What follows belongs to an exercise in optimizing a design on an open flow for small area, a short achievable clock period and few clock cycles; a production flow would make more cautious choices. The RTL was checked by simulation tests, not by an equivalence proof against the original design. Power figures rest on the tool's default switching activity, not on a simulated workload.

==> flow/config.mk <==
export PLATFORM = sky130hd
export DESIGN_NAME = nmcu
export DESIGN_NICKNAME = nmcu
export VERILOG_FILES = /design/flow/design.v
export SDC_FILE = /design/flow/constraint.sdc
export NUM_CORES = 8
export LEC_CHECK = 0
export ABC_CLOCK_PERIOD_IN_PS = 3500
export CAP_MARGIN = 20
export CORE_MARGIN = 2
export CORE_UTILIZATION = 55
export CTS_BUF_LIST = sky130_fd_sc_hd__clkbuf_16
export CTS_CLUSTER_DIAMETER = 60
export CTS_CLUSTER_SIZE = 28
export PLACE_DENSITY = 0.65
export SLEW_MARGIN = 20
==> flow/constraint.sdc <==
create_clock -name core_clock -period 16.0 [get_ports {clk}]
set_input_delay 3.2000 -clock core_clock [delete_from_list [all_inputs] [get_ports {clk}]]
set_output_delay 3.2000 -clock core_clock [all_outputs]
set_load 0.01 [all_outputs]
==> flow/design.v <==
module relu #(
    parameter DATA_WIDTH = 8
)(
    input  wire                  zero,
    input  wire [DATA_WIDTH-1:0] in,
    output wire [DATA_WIDTH-1:0] out
);
    assign out = zero ? {DATA_WIDTH{1'b0}} : in;
endmodule
module maxpool2 #(
    parameter DATA_WIDTH = 8
)(
    input  wire                  first,
    input  wire                  gt_in,
    input  wire [DATA_WIDTH-1:0] acc,
    input  wire [DATA_WIDTH-1:0] in,
    output wire                  gt_out
);
    assign gt_out = (in > acc) || (in == acc && gt_in && !first);
endmodule
module conv_for_nmcu #(
    parameter DATABUS_WIDTH = 32
)(
    input  wire [DATABUS_WIDTH-9:0] s_in,
    input  wire [DATABUS_WIDTH-9:0] c_in,
    input  wire [7:0]               p_in,
    input  wire [DATABUS_WIDTH-1:0] a,
    input  wire [7:0]               d,
    output wire [DATABUS_WIDTH-1:0] u,
    output wire [DATABUS_WIDTH-1:0] v
);
    localparam W = DATABUS_WIDTH;
    function automatic [2*W-1:0] csa(input [W-1:0] x, input [W-1:0] y, input [W-1:0] z);
        reg [W-1:0] maj;
        begin
            maj = (x & y) | (x & z) | (y & z);
            csa = {x ^ y ^ z, maj[W-2:0], 1'b0};
        end
    endfunction
    wire [W-1:0] pp [0:7];
    genvar g;
    generate
        for (g = 0; g < 8; g = g + 1) begin : PP
            assign pp[g] = (a << g) & {W{d[g]}};
        end
    endgenerate
    wire [W-1:0] rs = {8'd0, s_in};
    wire [W-1:0] rc = {8'd0, c_in};
    wire [W-1:0] rp = {{(W-8){1'b0}}, p_in};
    wire [W-1:0] a1, b1, a2, b2, a3, b3;
    assign {a1, b1} = csa(rs, rc, rp);
    assign {a2, b2} = csa(pp[0], pp[1], pp[2]);
    assign {a3, b3} = csa(pp[3], pp[4], pp[5]);
    wire [W-1:0] c1, d1, c2, d2;
    assign {c1, d1} = csa(a1, b1, a2);
    assign {c2, d2} = csa(b2, a3, b3);
    wire [W-1:0] e1, f1, e2, f2;
    assign {e1, f1} = csa(c1, d1, c2);
    assign {e2, f2} = csa(d2, pp[6], pp[7]);
    wire [W-1:0] g1, h1;
    assign {g1, h1} = csa(e1, f1, e2);
    assign {u, v} = csa(g1, h1, f2);
endmodule
module nmcu #(
    parameter ADDR_WIDTH = 16,
    parameter DATABUS_WIDTH = 32,
    parameter MAX_DESCS = 4,
    parameter MAX_INPUT_DIM=4,
    parameter MAX_KERNEL_DIM=3
) (
    input wire clk,
    input wire rst,
    input wire start,
    output reg done,
    input wire [ADDR_WIDTH-1:0] nmcu_desc,
    input wire [ADDR_WIDTH-1:0] input_addr,
    input wire [ADDR_WIDTH-1:0] output_addr,
    input wire [$clog2(MAX_INPUT_DIM):0] full_input_width,
    input wire [$clog2(MAX_INPUT_DIM):0] full_input_height,
    input wire [$clog2(MAX_INPUT_DIM):0] full_output_width,
    input wire [$clog2(MAX_INPUT_DIM):0] full_output_height,
    output reg mem_w,
    output reg mem_sel,
    output wire [ADDR_WIDTH-1:0] address_bus,
    input wire [DATABUS_WIDTH-1:0] data_bus_in,
    output wire [DATABUS_WIDTH-1:0] data_bus_out,
    input wire ready
);
    localparam [2:0] S_IDLE  = 3'd0,
                     S_DESC  = 3'd1,    
                     S_KLOAD = 3'd2,    
                     S_CONV  = 3'd3,    
                     S_LOAD  = 3'd4,    
                     S_MAXP  = 3'd5,    
                     S_WB    = 3'd6,    
                     S_FIN   = 3'd7;
    localparam [1:0] T_NOP = 2'd0, T_CONV = 2'd1, T_MAXP = 2'd2, T_RELU = 2'd3;
    (* fsm_encoding = "none" *) reg [2:0] st;
    reg  [1:0] ph;         
    reg        ph0;        
    reg        l0;         
    reg        pend;       
    reg        got;        
    reg        pnd;        
    reg  [1:0] typ;        
    reg  [2:0] hh, ww;     
    reg  [1:0] kk;         
    reg  [2:0] fiw;        
    reg  [1:0] r, c, i, j;
    reg  [15:0] address, ptr;
    reg  [31:0] xin;       
    reg  [7:0] bq [0:15][0:3];
    reg  [7:0] rq [0:3];   
    reg  [23:0] s, cy;     
    reg        cb;         
    reg  [5:0] delta_q;
    reg  [7:0] ob;
    reg        we_q;
    reg  [3:0] wa_q;       
    reg        rins, rzero;
    reg  [3:0] ra_q;       
    reg  [7:0] hbq;
    reg        zq;         
    reg        mrun, mfirst, mlast;      
    reg  [3:0] opos;
    reg        lrun;                     
    reg  [3:0] lpos;
    reg        xact, xfirst, xhasprev;   
    reg        xcommit, xdone, hasout, take, gt;
    reg  [3:0] xpos, xprev;
    reg        wb_go, wb_full, wasm_done, wr_out, wlast;    
    assign address_bus  = address;
    assign data_bus_out = xin;
    wire xfer = mem_sel && ready;
    wire rdst = (st == S_DESC) || (st == S_KLOAD) || (st == S_CONV) || (st == S_LOAD);
    reg  proc;
    wire [2:0] hk = hh - {1'b0, kk};
    wire [2:0] wk = ww - {1'b0, kk};
    reg  [1:0] kb, rb, cb_;
    always @(posedge clk) begin
        kb <= (st == S_CONV || st == S_KLOAD) ? kk - 2'd1 :
              (st == S_MAXP) ? 2'd1 : 2'd0;
        rb <= (st == S_CONV)  ? hk[1:0] :
              (st == S_KLOAD) ? 2'd0 :
              (st == S_MAXP)  ? hh[2:1] - 2'd1 : hh[1:0] - 2'd1;
        cb_ <= (st == S_CONV)  ? wk[1:0] :
               (st == S_KLOAD) ? 2'd0 :
               (st == S_MAXP)  ? ww[2:1] - 2'd1 : ww[1:0] - 2'd1;
    end
    wire j_end = (j == kb);
    wire i_end = (i == kb);
    wire c_end = (c == cb_);
    wire r_end = (r == rb);
    wire iter_end = j_end && i_end && c_end && r_end;
    wire [1:0] nj = j_end ? 2'd0 : j + 2'd1;
    wire [1:0] ni = j_end ? (i_end ? 2'd0 : i + 2'd1) : i;
    wire [1:0] nc = (j_end && i_end) ? (c_end ? 2'd0 : c + 2'd1) : c;
    wire [1:0] nr = (j_end && i_end && c_end) ? (r_end ? 2'd0 : r + 2'd1) : r;
    wire [3:0] k2 = (kk == 2'd1) ? 4'd1 : (kk == 2'd2) ? 4'd4 : 4'd9;
    wire kwalk = (st == S_KLOAD) || (st == S_CONV && !l0);
    wire [2:0] m = fiw;
    wire [3:0] kbm = (kb == 2'd0) ? 4'd0 : (kb == 2'd1) ? {1'b0, m} : {m, 1'b0};
    wire [5:0] d_i = kwalk ? 6'd1 : {3'd0, m} - {4'd0, kb};
    wire [5:0] d_c = kwalk ? 6'd1 - {2'd0, k2} : 6'd1 - {2'd0, kbm} - {4'd0, kb};
    wire [5:0] d_r = kwalk ? 6'd1 - {2'd0, k2} : {3'd0, m} - {2'd0, kbm} - {4'd0, cb_} - {4'd0, kb};
    wire [5:0] delta = (st == S_DESC || !j_end) ? 6'd1 : !i_end ? d_i : !c_end ? d_c : d_r;
    wire [3:0] kpos = 4'd0 - k2 + i * kk + j;
    wire [1:0] rrow = ((st == S_MAXP) ? {r[0], 1'b0} : r) + i;
    wire [1:0] rcol = ((st == S_MAXP) ? {c[0], 1'b0} : c) + j;
    wire [3:0] rp_next = (st == S_CONV && l0) ? kpos :
                         (st == S_WB && wb_go) ? {nr, nc} : {rrow, rcol};
    wire [15:0] rsel = 16'd1 << ra_q;
    wire [15:0] wsel = 16'd1 << wa_q;
    reg  [7:0] hb_c;       
    reg        sg_c;       
    integer w;
    always @(*) begin
        hb_c = 8'd0;
        sg_c = 1'b0;
        for (w = 0; w < 16; w = w + 1) begin
            hb_c = hb_c | (bq[w][1] & {8{rsel[w]}});
            sg_c = sg_c | (bq[w][0][7] & rsel[w]);
        end
    end
    wire [7:0] hb;
    relu #(.DATA_WIDTH(8)) u_relu (.zero(zq), .in(hbq), .out(hb));
    always @(posedge clk) begin
        for (w = 0; w < 16; w = w + 1) begin
            bq[w][0] <= bq[w][1];
            bq[w][1] <= bq[w][2];
            bq[w][2] <= (we_q && wsel[w]) ? wdata : bq[w][3];
            bq[w][3] <= bq[w][0];
        end
        rq[0] <= rq[1];
        rq[1] <= rq[2];
        rq[2] <= rins ? (rzero ? 8'd0 : wdata) : rq[3];
        rq[3] <= rq[0];
        hbq <= hb_c;
        if (ph == 2'd2)
            ra_q <= rp_next;
        if (ph == 2'd3)
            zq <= pend && sg_c;
    end
    wire mac0  = (st == S_CONV) && proc;
    wire mstep = mac0 || mrun;
    reg  first_q;          
    wire first_now = ph0 ? first_q : mfirst;
    wire last_now  = mac0 ? (i_end && j_end) : mlast;
    wire [3:0] opos_now = mac0 ? {r, c} : opos;
    wire [31:0] mu, mv;
    conv_for_nmcu u_mac (
        .s_in (ph0 ? 24'd0 : s),
        .c_in (ph0 ? 24'd0 : cy),
        .p_in (first_now ? 8'd0 : rq[0]),
        .a    (xin),
        .d    (hb),
        .u    (mu),
        .v    (mv)
    );
    reg  [7:0] ul, vl;
    reg        mac_q;      
    reg        ph1;
    wire [8:0] mbyte = {1'b0, ul} + {1'b0, vl} + {8'd0, cb && !ph1};
    wire [7:0] wdata = mac_q ? mbyte[7:0] : ob;
    wire lw0  = (st == S_KLOAD || st == S_LOAD) && proc;
    wire lstep = lw0 || lrun;
    wire [3:0] lpos_now = lw0 ? ((st == S_KLOAD) ? kpos : {r, c}) : lpos;
    wire [7:0] xbyte = xin[{ph, 3'b000} +: 8];
    wire xs0  = (st == S_DESC) && proc && xin[1:0] == T_MAXP && !l0;
    wire xstep = xs0 || xact;
    wire xfirst_now = xs0 || xfirst;
    wire xhasprev_now = !xs0 && xhasprev;
    wire [7:0] fbyte = take ? xin[7:0] : rq[0];      
    wire [7:0] rn = xfirst_now ? 8'd0 : fbyte;
    wire gt_new;
    maxpool2 #(.DATA_WIDTH(8)) u_max (.first(ph == 2'd0), .gt_in(gt), .acc(rn), .in(hbq), .gt_out(gt_new));
    reg  wst_a;            
    wire wstart = wst_a && (!wb_full || ready);
    wire wb0 = (st == S_DESC) && proc && xin[1:0] == T_NOP && !l0;
    wire wshift = wstart || (st == S_WB && wb_go);
    wire bshift = wb0 || xstep || xcommit || wshift;
    reg        aload, astep;
    reg [15:0] asrc;
    always @(*) begin
        aload = 1'b0;
        astep = 1'b0;
        asrc = ptr;
        case (st)
            S_IDLE: begin
                aload = 1'b1;
                asrc = nmcu_desc;
            end
            S_DESC: if (proc) begin
                astep = 1'b1;            
                if (xin[1:0] == T_CONV) begin
                    aload = 1'b1;
                    asrc = xin[31:16];
                end else if (l0) begin
                    aload = 1'b1;
                    asrc = input_addr;
                end else if (xin[1:0] == T_NOP) begin
                    aload = 1'b1;
                    asrc = output_addr;
                end
            end
            S_KLOAD: if (proc) begin
                astep = !iter_end;
                aload = iter_end;
                asrc = input_addr;
            end
            S_CONV: if (proc) begin
                astep = !iter_end;
                aload = iter_end;
            end
            S_LOAD: if (proc) begin
                astep = !iter_end;
                aload = iter_end;
                asrc = (typ == T_NOP) ? output_addr : ptr;
            end
            S_MAXP: aload = xcommit && ph == 2'd0;
            S_WB: astep = got;
            default: ;
        endcase
    end
    wire [15:0] dstep = (st == S_WB) ? 16'd1 : {{10{delta_q[5]}}, delta_q};
    wire [15:0] asum = address + (dstep & {16{astep}});
    always @(posedge clk) begin
        address <= aload ? asrc : asum;
        proc <= rdst && (xfer || got || pnd) && ph == 2'd3;
        first_q <= (i == 2'd0 && j == 2'd0);
        got <= xfer;
        wst_a <= (st == S_WB) && ph == 2'd2 && !(wb_go && iter_end) && !wasm_done;
        pnd <= rdst && (got || pnd) && ph != 2'd0;
        delta_q <= delta;
        if (ready && !mem_w)
            xin <= data_bus_in;
        else if (wb0)
            xin <= {hb_c, hbq, xin[31:16]};
        else if (wshift)
            xin <= (wb_go && ph == 2'd2 && pend && hb_c[7]) ? 32'd0 :
                   {hb_c, xin[31:8]};
        else if (bshift)
            xin <= {hbq, xin[31:8]};
        s  <= mu[31:8];
        cy <= mv[31:8];
        ul <= mu[7:0];
        vl <= mv[7:0];
        cb <= mbyte[8];
        mac_q <= mstep;
        ph1 <= ph0;
        rins  <= 1'b0;
        rzero <= 1'b0;
        we_q  <= 1'b0;
        wa_q <= opos_now;
        if (mstep) begin
            rins <= 1'b1;
            we_q <= last_now;
            wa_q <= opos_now;
        end else if (lstep) begin
            ob <= xbyte;
            we_q <= 1'b1;
            wa_q <= lpos_now;
        end else if (xstep) begin
            ob <= xfirst_now ? fbyte : rn;
            rins <= 1'b1;
            rzero <= xfirst_now;
            we_q <= xfirst_now && xhasprev_now;
            wa_q <= xprev;
        end else if (xcommit) begin
            ob <= fbyte;
            we_q <= 1'b1;
            wa_q <= xpos;
        end
        if (ph0)
            mfirst <= first_q;
        if (mac0) begin
            mrun <= 1'b1;
            mlast <= last_now;
            opos <= {r, c};
        end else if (ph == 2'd3) begin
            mrun <= 1'b0;
        end
        if (lw0) begin
            lrun <= 1'b1;
            lpos <= lpos_now;
        end else if (ph == 2'd3) begin
            lrun <= 1'b0;
        end
        if (xstep) begin
            gt <= gt_new;
            if (ph == 2'd3)
                take <= gt_new && !(pend && hbq[7]);    
        end
        if (ph == 2'd3)
            xcommit <= xact && xdone;
        if (xs0) begin
            xact <= 1'b1;       
            xfirst <= 1'b1;
            xhasprev <= 1'b0;
            xpos <= 4'd0;
            hasout <= 1'b1;
            xdone <= 1'b0;
        end
        if (xfer)
            wb_full <= 1'b0;
        if (wstart)
            wb_go <= 1'b1;
        if (st == S_WB && wb_go && ph == 2'd2) begin
            wb_go <= 1'b0;
            wb_full <= 1'b1;
        end
        if (xfer)
            wr_out <= 1'b0;
        case (st)
            S_IDLE: begin
                fiw <= full_input_width;
            end
            S_DESC: begin
                if (proc) begin
                    typ <= xin[1:0];
                    ww <= xin[4:2];
                    hh <= xin[8:6];
                    kk <= xin[11:10];
                    ptr <= asum;
                    r <= 2'd0;
                    c <= 2'd0;
                    i <= 2'd0;
                    j <= (xin[1:0] == T_MAXP && !l0) ? 2'd1 : 2'd0;
                    wb_go <= 1'b1;        
                    wb_full <= 1'b0;
                    wasm_done <= 1'b0;
                    wr_out <= (xin[1:0] == T_NOP);    
                end
            end
            S_KLOAD: begin
                if (proc) begin
                    i <= ni;
                    j <= nj;
                end
            end
            S_CONV: begin
                if (proc) begin
                    r <= nr;
                    c <= nc;
                    i <= ni;
                    j <= nj;
                end
            end
            S_LOAD: begin
                if (proc) begin
                    r <= nr;
                    c <= nc;
                    hasout <= 1'b0;
                    xdone <= 1'b0;
                    wb_go <= 1'b0;
                    wb_full <= 1'b0;
                    wasm_done <= 1'b0;
                    wr_out <= 1'b0;
                end
            end
            S_MAXP: begin
                if (ph == 2'd3) begin
                    xact <= !xdone;
                    if (!xdone) begin
                        xfirst <= (i == 2'd0) && (j == 2'd0);
                        if (i == 2'd0 && j == 2'd0) begin
                            xhasprev <= hasout;
                            xprev <= xpos;
                            xpos <= {r, c};
                            hasout <= 1'b1;
                        end
                        r <= nr;
                        c <= nc;
                        i <= ni;
                        j <= nj;
                        if (iter_end)
                            xdone <= 1'b1;
                    end
                end
            end
            S_WB: begin
                if (wb_go && ph == 2'd2) begin
                    r <= nr;
                    c <= nc;
                    wlast <= iter_end;
                    if (iter_end)
                        wasm_done <= 1'b1;
                end
                if (wb_go && ph == 2'd0 && !wr_out)
                    wr_out <= 1'b1;
            end
            default: ;
        endcase
        if (st != S_MAXP && !xs0)
            xact <= 1'b0;
        if (st == S_IDLE) begin
            mrun <= 1'b0;
            lrun <= 1'b0;
            xcommit <= 1'b0;
        end
    end
    always @(posedge clk or posedge rst) begin
        if (rst) begin
            st <= S_IDLE;
            ph <= 2'd0;
            ph0 <= 1'b1;
            done <= 1'b0;
            mem_sel <= 1'b0;
            mem_w <= 1'b0;
            l0 <= 1'b1;
            pend <= 1'b0;
        end else begin
            ph <= (st == S_IDLE && !start) ? 2'd0 : ph + 2'd1;
            ph0 <= (st == S_IDLE && !start) || ph == 2'd3;
            if (xfer)
                mem_sel <= 1'b0;
            if (st == S_WB && xfer && wlast)
                done <= 1'b1;
            case (st)
                S_IDLE: begin
                    if (start) begin
                        mem_sel <= 1'b1;
                        st <= S_DESC;
                    end
                end
                S_DESC: begin
                    if (proc) begin
                        if (xin[1:0] == T_CONV) begin
                            mem_sel <= 1'b1;
                            st <= l0 ? S_KLOAD : S_CONV;
                        end else if (l0) begin
                            mem_sel <= 1'b1;
                            st <= S_LOAD;
                            if (xin[1:0] == T_RELU)
                                pend <= 1'b1;
                        end else if (xin[1:0] == T_NOP) begin
                            mem_w <= 1'b1;
                            mem_sel <= 1'b1;
                            st <= S_WB;
                        end else if (xin[1:0] == T_RELU) begin
                            pend <= 1'b1;
                            mem_sel <= 1'b1;
                        end else begin
                            st <= S_MAXP;
                        end
                    end
                end
                S_KLOAD: begin
                    if (proc) begin
                        mem_sel <= 1'b1;
                        if (iter_end)
                            st <= S_CONV;
                    end
                end
                S_CONV: begin
                    if (proc) begin
                        mem_sel <= 1'b1;
                        if (iter_end) begin
                            l0 <= 1'b0;
                            pend <= 1'b0;
                            st <= S_DESC;
                        end
                    end
                end
                S_LOAD: begin
                    if (proc) begin
                        if (iter_end) begin
                            if (typ == T_MAXP) begin
                                st <= S_MAXP;
                            end else if (typ == T_NOP) begin
                                mem_w <= 1'b1;
                                st <= S_WB;
                            end else begin
                                l0 <= 1'b0;
                                mem_sel <= 1'b1;
                                st <= S_DESC;
                            end
                        end else begin
                            mem_sel <= 1'b1;
                        end
                    end
                end
                S_MAXP: begin
                    if (xcommit && ph == 2'd0) begin
                        l0 <= 1'b0;
                        pend <= 1'b0;
                        mem_sel <= 1'b1;
                        st <= S_DESC;
                    end
                end
                S_WB: begin
                    if (wb_go && ph == 2'd0 && !wr_out)
                        mem_sel <= 1'b1;
                    if (got && wlast)
                        st <= S_FIN;
                end
                default: ;
            endcase
        end
    end
endmodule
==> flow/flow/run.sh <==
#!/bin/bash
# Layout flow: the standard flow (standard.sh), with three changes:
#  - synthesis skips the early "abc -fast" of Yosys's synth command, so that
#    the carry-save adder tree maps to full adders without inverters between
#    them (the registers are the same);
#  - the port buffers are buf_2 cells;
#  - timing repair aims for 11.8 ns of setup slack instead of 0.
# The make run's output goes to standard.log; ORFS keeps each step's log.
set -e
export BUFFER_PORTS_ARGS="-buffer_cell sky130_fd_sc_hd__buf_2"
bash standard.sh SETUP_SLACK_MARGIN=11.4 SYNTH_ARGS=-noabc finish > standard.log 2>&1
==> flow/standard.sh <==
#!/bin/bash
# synth_recipe.tcl (not shown) runs the flow's synth.tcl, then flattens the netlist and writes it again
# the make line also repeats each setting of config.mk as NAME=value (left out here)
make -C /OpenROAD-flow-scripts/flow DESIGN_CONFIG=/design/flow/config.mk WORK_HOME=/design/flow/orfs CLKGATE_MAP_FILE= SYNTH_SCRIPT=/design/flow/synth_recipe.tcl "${@:-finish}"
==> impl_metrics.ini, run 1 <==
[run_status]
status = no timing/DRC/antenna violations

[placed_design]
place.gp.congestion = 0.894
pre_cts_ws_ns = 10.39
place_hpwl_um = 58600
portBuffers = 137

[timing]
slew_headroom = 0.279
rsz0062_at_grt = true
worst_pin_slew_ns = 1.08
fin_ws_ns = 11.43
fin_crit_ns = 4.57
hold_violations = 0
fmax_ghz = 0.219
slew_violations = 0
setup_viol = 0
whs_ns = 0.273
clock_skew_ns = 0.0535
setup-tns-final_ns = 0
period_share = 0.286

[critical_path]
arrival_ns = 1.37
rr_startpoint = st[1]
max_stage_delay_ns = 0.54
reg2reg_slack_ns = 11.55
worst_path_max_delay_cell = edfxtp_1
worst-path-max-fanout = 2
critPathBufInv = 1
crit_family = flip-flops
worstSetupStartpointType = flip-flop
worst_setup_path_end_kind = output pin
crit_type = reg2out
crit_chain = buf_2
r2r-end = ptr[15]
rr_worst_depth = 11
cp.required_ns = 12.80

[drt]
wirelength_um = 86800
avgRoutedWirePerCell_um = 23.0
vias_per_cell = 5.86
ant_nets = 0
drt_iter0_drc = 1766
vias = 22200
drc = 0
firstDrtPassIters = 5

[synthesis]
yosys.cell_types.count = 92
yosys_warnings = 4
seq_area_frac_synth = 0.506
ys_ff_latch = 781
ys.flop_type = dfxtp_1
synth-edff-count = 95
synth.avg_cell_area_um2 = 11.5
syn_inst = 2873
syn_nets = 3286
synth_top_area_frac = 0.411
yosys-top-cells-area = dfxtp_1 (41%), fa_1 (13%), edfxtp_1 (8.7%)
yosysTopAreaCell = dfxtp_1
synthArstFlopShare = 0.0141
syn-cell-area_mm2 = 0.0329

[layout]
syn_to_final_growth_pct = 9.82
layout.nets = 3388
layout-drive-gt1-share = 0.122
regArea_mm2 = 0.0166
final.fill_count = 4765
final_util = 0.611
multi_input_comb_area_mm2 = 0.0154

[grt]
grt_antenna_before_repair = 0
grt.overflow.total = 0
grt.total_usage = 0.281
grt_pass1_vias = 22600
grt_max_degree = 51
grt_pass1_wl_um = 134000

[clocking]
cts_hold_buf = 0
worst_skew_pair.late_latency_ns = 0.66
clk_transition_reported_paths_ns = 0.10
cts_htree_levels = 2
cts_inserted_buffers = 48
clockBufferDepth = 3
root_buffer = clkbuf_16
tritoncts = built
cts_num_sinks = 781

[die]
start_util = 0.556
core_mm2 = 0.0591
dieArea_mm2 = 0.0618
fp.dieH_um = 249
rows = 89
ioPinCount = 147
die_x_um = 249

[pwr]
power_w = 0.00705
peakVddDrop_v = 0.000107
power_per_cell_area_mw_per_mm2 = 195
leakagePower_nw = 15.3

[min_path]
worstHoldPathCells = 0
holdPathEnd = rq[1][4]
hold_class = reg2reg
hp-start = rq[2][4]

[run]
cap_viol_max_count = 0
## routing by layer
metal  global-route usage  up-vias  share of wire  routed length, um
met5                    0        -              0                  0
met4                0.118        0          0.043               3710
met3               0.0398      190          0.067               5820
met2                0.463      882           0.47              40900
met1                0.373    11000           0.42              36400
li1                     -    10000              -                  -
## stage by stage
step	cell area [um^2]	cells
floorplan	32900	2873
global placement	34200	3668
detailed placement	34200	3668
CTS	36100	3775
global route	36100	3780
finish	36100	3781
## cell families (layout without fill, tap and decap cells)
logic type	count (synthesis)	after routing	share of synthesized area
flops	781	781	0.506
xor+xnor	64	64	0.0175
simple gates	807	809	0.129
mux	77	77	0.0297
other cells	0	1	0
buf+inv	227	359	0.0286
compound gates	599	599	0.118
fa+ha+maj	318	318	0.171
## placed cells by master (no fill, tap or decap), types with 8 or more instances in the layout
| cell type | count |
|---|---|
| dfxtp_1 | 674 |
| dfrtp_1 | 8 |
| o31ai_1 | 9 |
| nor3_1 | 15 |
| ha_1 | 98 |
| nand2_1 | 233 |
| a22oi_1 | 39 |
| nand3_1 | 46 |
| a21oi_1 | 95 |
| o21a_1 | 13 |
| mux2i_1 | 27 |
| edfxtp_1 | 95 |
| xor2_1 | 17 |
| nand3b_1 | 13 |
| a221oi_1 | 21 |
| nor2b_1 | 85 |
| a22o_1 | 48 |
| buf_2 | 137 |
| inv_1 | 75 |
| o22ai_1 | 14 |
| buf_4 | 65 |
| mux2_2 | 34 |
| nand2b_1 | 27 |
| xnor2_1 | 46 |
| and3_1 | 13 |
| a21o_1 | 36 |
| o21ai_0 | 206 |
| nor2_1 | 85 |
| o211ai_1 | 25 |
| mux4_2 | 13 |
| and2_1 | 240 |
| a31oi_1 | 23 |
| a211oi_1 | 8 |
| clkbuf_16 | 49 |
| fa_1 | 219 |
| or2_2 | 8 |
## timing repair
| action | CTS | global route |
|---|---|---|
| resized for setup | 1 | 4 |
| setup buffers | 24 | 2 |
| gates cloned | 1 | 1 |
| endpoints found under the setup margin | 61 | 44 |
| pin swaps | 0 | 0 |
## state kept, by name (all words and copies together), names as in the netlist, 4 cells and up
| name | flops |
|---|---|
| xin | 32 |
| lpos | 4 |
| bq | 512 |
| hbq | 8 |
| ptr | 16 |
| rq | 32 |
| ra_q | 4 |
| wa_q | 4 |
| delta_q | 6 |
| ob | 8 |
| s | 24 |
| xpos | 4 |
| vl | 4 |
| address | 16 |
| ul | 8 |
| xprev | 4 |
| cy | 24 |
| opos | 4 |
## layout make-up
type	count	share of cell area
Tap cell	773	0.0268
Multi-Input combinational cell	1867	0.426
Sequential cell	781	0.461
Inverter	73	0.00772
Antenna cell	1	0.0000692
Clock inverter	33	0.0111
Timing Repair Buffer	204	0.0333
Clock buffer	49	0.0339
## worst reg2reg max path: cells and delay by family, from the launching register on
kind            cells  cell delay (ns)
compound gates      4             1.10
simple gates        4             1.18
flops               1             1.02
fa+ha+maj           1             0.39
buf+inv             1             0.38
xor+xnor            1             0.12
## synth_stat cells (36+ instances only)
library cell	n
xnor2_1	46
a22o_1	48
a21oi_1	95
a22oi_1	39
clkbuf_1	115
fa_1	219
and2_1	240
a21o_1	36
dfxtp_1	675
nor2_1	85
o21ai_0	206
nor2b_1	87
nand2_1	233
ha_1	98
nand3_1	47
edfxtp_1	95
inv_1	70
## worst max path at each step
stage                        from  cells past startpoint  slack (ns)                to
after floorplan             ready                      5       11.38           xin[30]
after global placement      ready                      5       10.52           xin[30]
after detailed placement    ready                      5       10.39           xin[25]
after CTS                 xin[11]                      1       11.42  data_bus_out[11]
after global routing        st[1]                     13       11.39           ptr[15]
final                     xin[11]                      1       11.43  data_bus_out[11]
## report_power, final
part	internal, W	total [W]	switching, W
registers	0.00244	0.00270	0.000268
clock network	0.000627	0.00134	0.000717
logic	0.00119	0.00300	0.00181
Testbench counts, summed over its fixed seeds: cycles 16,996.
==> inputs of run 2 (changes only) <==
--- a/flow/flow/run.sh
+++ b/flow/flow/run.sh
@@ -10,2 +10,2 @@
 export BUFFER_PORTS_ARGS="-buffer_cell sky130_fd_sc_hd__buf_2"
-bash standard.sh SETUP_SLACK_MARGIN=11.4 SYNTH_ARGS=-noabc finish > standard.log 2>&1
+bash standard.sh SETUP_SLACK_MARGIN=11.0 SYNTH_ARGS=-noabc finish > standard.log 2>&1
==> run 2 against run 1 <==
Global-route usage decreased by 0.40 points. Utilization decreased by 0.65 points. Clock skew decreased by 0.0096 ns. Sequential cell count unchanged. Largest cell class unchanged. Still clean. Die area unchanged. Worst hold slack improved by 0.048 ns. Critical path depth unchanged. Final area decreased by 1.1%. Synthesized cell count unchanged. Non-clock buffer count decreased by 31.
==> impl_metrics.ini, run 2 <==
[timing]
slew_violations = 0
period_share = 0.305
slew_headroom = 0.239
setup-tns-final_ns = 0
hold_violations = 0
fmax_ghz = 0.205
whs_ns = 0.321
worst_pin_slew_ns = 1.14
fin_ws_ns = 11.12
setup_viol = 0
fin_crit_ns = 4.88
rsz0062_at_grt = false
clock_skew_ns = 0.0439

[min_path]
worstHoldPathCells = 0
hold_class = reg2reg
holdPathEnd = bq[1][5]
hp-start = bq[2][5]

[die]
fp.dieH_um = 249
ioPinCount = 147
start_util = 0.556
dieArea_mm2 = 0.0618
core_mm2 = 0.0591
rows = 89
die_x_um = 249

[drt]
ant_nets = 0
firstDrtPassIters = 5
avgRoutedWirePerCell_um = 22.7
drt_iter0_drc = 1515
wirelength_um = 85100
vias = 21500
drc = 0
vias_per_cell = 5.76

[synthesis]
synthTopCellsByCount = dfxtp_1 (675), and2_1 (240), nand2_1 (233)
syn_inst = 2873
synthMuxAreaShare = 0.0297
syn-cell-area_mm2 = 0.0329
synthXorXnorAreaFrac = 0.0175
synthArstFlopShare = 0.0141
yosysTopAreaCell = dfxtp_1
syn_nets = 3286
ys.flop_type = dfxtp_1
yosys.area_share.simple = 0.129
synthMostInstantiatedCell = dfxtp_1
synth_adder_area_share = 0.171
yosys_warnings = 4
ys_ff_latch = 781
synth_top_area_frac = 0.411
yosys-top-cells-area = dfxtp_1 (41%), fa_1 (13%), edfxtp_1 (8.7%)
yosys.cell_types.count = 92
synth_top_family_by_area = adder cells
seq_area_frac_synth = 0.506
synth_compound_area_frac = 0.118
synth.avg_cell_area_um2 = 11.5
synth-edff-count = 95

[clocking]
cts_htree_levels = 2
tritoncts = built
cts_hold_buf = 0
cts_num_sinks = 781
clk_transition_reported_paths_ns = 0.10
cts_inserted_buffers = 46
clockBufferDepth = 3
root_buffer = clkbuf_16
worst_skew_pair.late_latency_ns = 0.64
post-cts-setup-buffers = 0

[pwr]
intPower_w = 0.00417
comb_power_share = 0.405
p_switching_w = 0.00274
power_per_cell_area_mw_per_mm2 = 193
netSwitchingFraction = 0.396
leakagePower_nw = 15.1
peakVddDrop_v = 0.000152
pwr-share-seq = 0.408
clock_power_share = 0.187

[grt]
use_met1 = 0.371
grt_antenna_before_repair = 2
gr-usage-met2 = 0.468
grt_pass1_wl_um = 133000
grt_pass1_vias = 22400
grt_max_degree = 52
use_met3 = 0.0358
grt.total_usage = 0.277
busiest_layer = met2
grt.overflow.total = 0

[layout]
layout-drive-gt1-share = 0.111
regMostFlops = bq
syn_to_final_growth_pct = 8.65
largest_reg_flops = 512
mostFrequentLayoutCells = dfxtp_1 (675), and2_1 (240), nand2_1 (233)
reg_top3 = bq: 512 flops, rq: 32 flops, xin: 32 flops
layout.nets = 3354
mostFrequentLayoutCell = dfxtp_1
stdcell_count = 3743

[critical_path]
arrival_ns = 1.68
worst-path-max-fanout = 13
max_stage_delay_ns = 0.81
worstSetupStartpointType = flip-flop
crit_type = reg2out
critPathBufInv = 1
crit_family = flip-flops
r2r-end = ul[7]
rr_startpoint = ph0
worst_setup_path_end_kind = output pin
rr_worst_depth = 8
worst_path_max_delay_cell = edfxtp_1
cp.required_ns = 12.80
crit_chain = buf_2
reg2reg_slack_ns = 11.47

[placed_design]
pre_cts_ws_ns = 10.27
portBuffers = 137
dp_cells = 3664
place.gp.congestion = 0.880
place_hpwl_um = 58500

[run_status]
status = no timing/DRC/antenna violations

[run]
cap_viol_max_count = 0
-- run 2: cell type report --
type / instances / area (um^2)
Multi-Input combinational cell: 1866 / 15400
Clock inverter: 28 / 348
Antenna cell: 2 / 5.00
Inverter: 73 / 279
Fill cell: 4853 / 23400
Tap cell: 773 / 967
Timing Repair Buffer: 173 / 960
Clock buffer: 47 / 1180
Sequential cell: 781 / 16600
-- run 2: kinds of logic after synthesis --
group,count (synthesis)
fa+ha+maj,318
mux,77
buf+inv,227
compound gates,599
flops,781
simple gates,807
xor+xnor,64
-- run 2: how the worst max path moves through the flow --
stage / start / end / slack, ns / cells after the start
after detailed placement: ready / xin[5] / 10.27 / 5
after CTS: ready / xin[27] / 11.07 / 5
after floorplan: ready / xin[0] / 11.07 / 4
after global routing: xin[8] / data_bus_out[8] / 11.09 / 1
final: xin[22] / data_bus_out[22] / 11.12 / 1
after global placement: ready / xin[12] / 10.29 / 5
-- run 2: stage by stage --
stage	total power [W]	util	cell area, um^2
floorplan	0.00463	-	32900
global placement	0.00556	0.578	34200
detailed placement	0.00565	0.578	34200
CTS	0.00694	0.604	35700
global route	0.00738	0.605	35800
finish	0.00691	0.605	35800
-- run 2: routing by layer --
layer	up-vias	wire length [um]
li1	9945	-
met1	10700	37100
met2	714	40900
met3	154	4470
met4	0	2650
met5	-	0
-- run 2: power groups by stage --
stage / clock (W) / combinational, W / sequential (W)
6_report: 0.00129 / 0.00280 / 0.00282
5_1_grt: 0.00138 / 0.00314 / 0.00286
4_1_cts: 0.00131 / 0.00282 / 0.00281
3_5_place_dp: 0 / 0.00280 / 0.00285
3_3_place_gp: 0 / 0.00272 / 0.00284
2_1_floorplan: 0 / 0.00197 / 0.00266
-- run 2: what timing repair did --
item	CTS	global route
resized for setup	1	0
gates cloned	0	1
setup endpoints to repair	32	8

what the ideal ports hide:
Ports are ideal in the flow. The routed layouts listed here were re-timed in OpenROAD.
Step 1, drivers: a clkbuf_16 drives clk and a buf_2 each remaining input, both assumed.
Step 2 also shifts input and output timing later by t, the mid clock arrival at the registers, as if the neighbouring blocks saw the same clock.
a / b / c = no drivers / after step 1 / after step 2; a / b = the first two.
run	shift t [ns]	slack for setup (ns)	latest minus earliest clock arrival (ns)	slew at the worst register clock pin (ns)
run 1	0.693	11.428 / 11.363 / 10.788	0.059 / 0.059	0.10 / 0.10
run 2	0.686	11.122 / 11.053 / 10.511	0.045 / 0.045	0.10 / 0.10
After both steps every run listed still meets setup and hold. The setup slack of run 1, which loses most, moves by -0.065 ns with the drivers and by -0.640 ns with both steps.
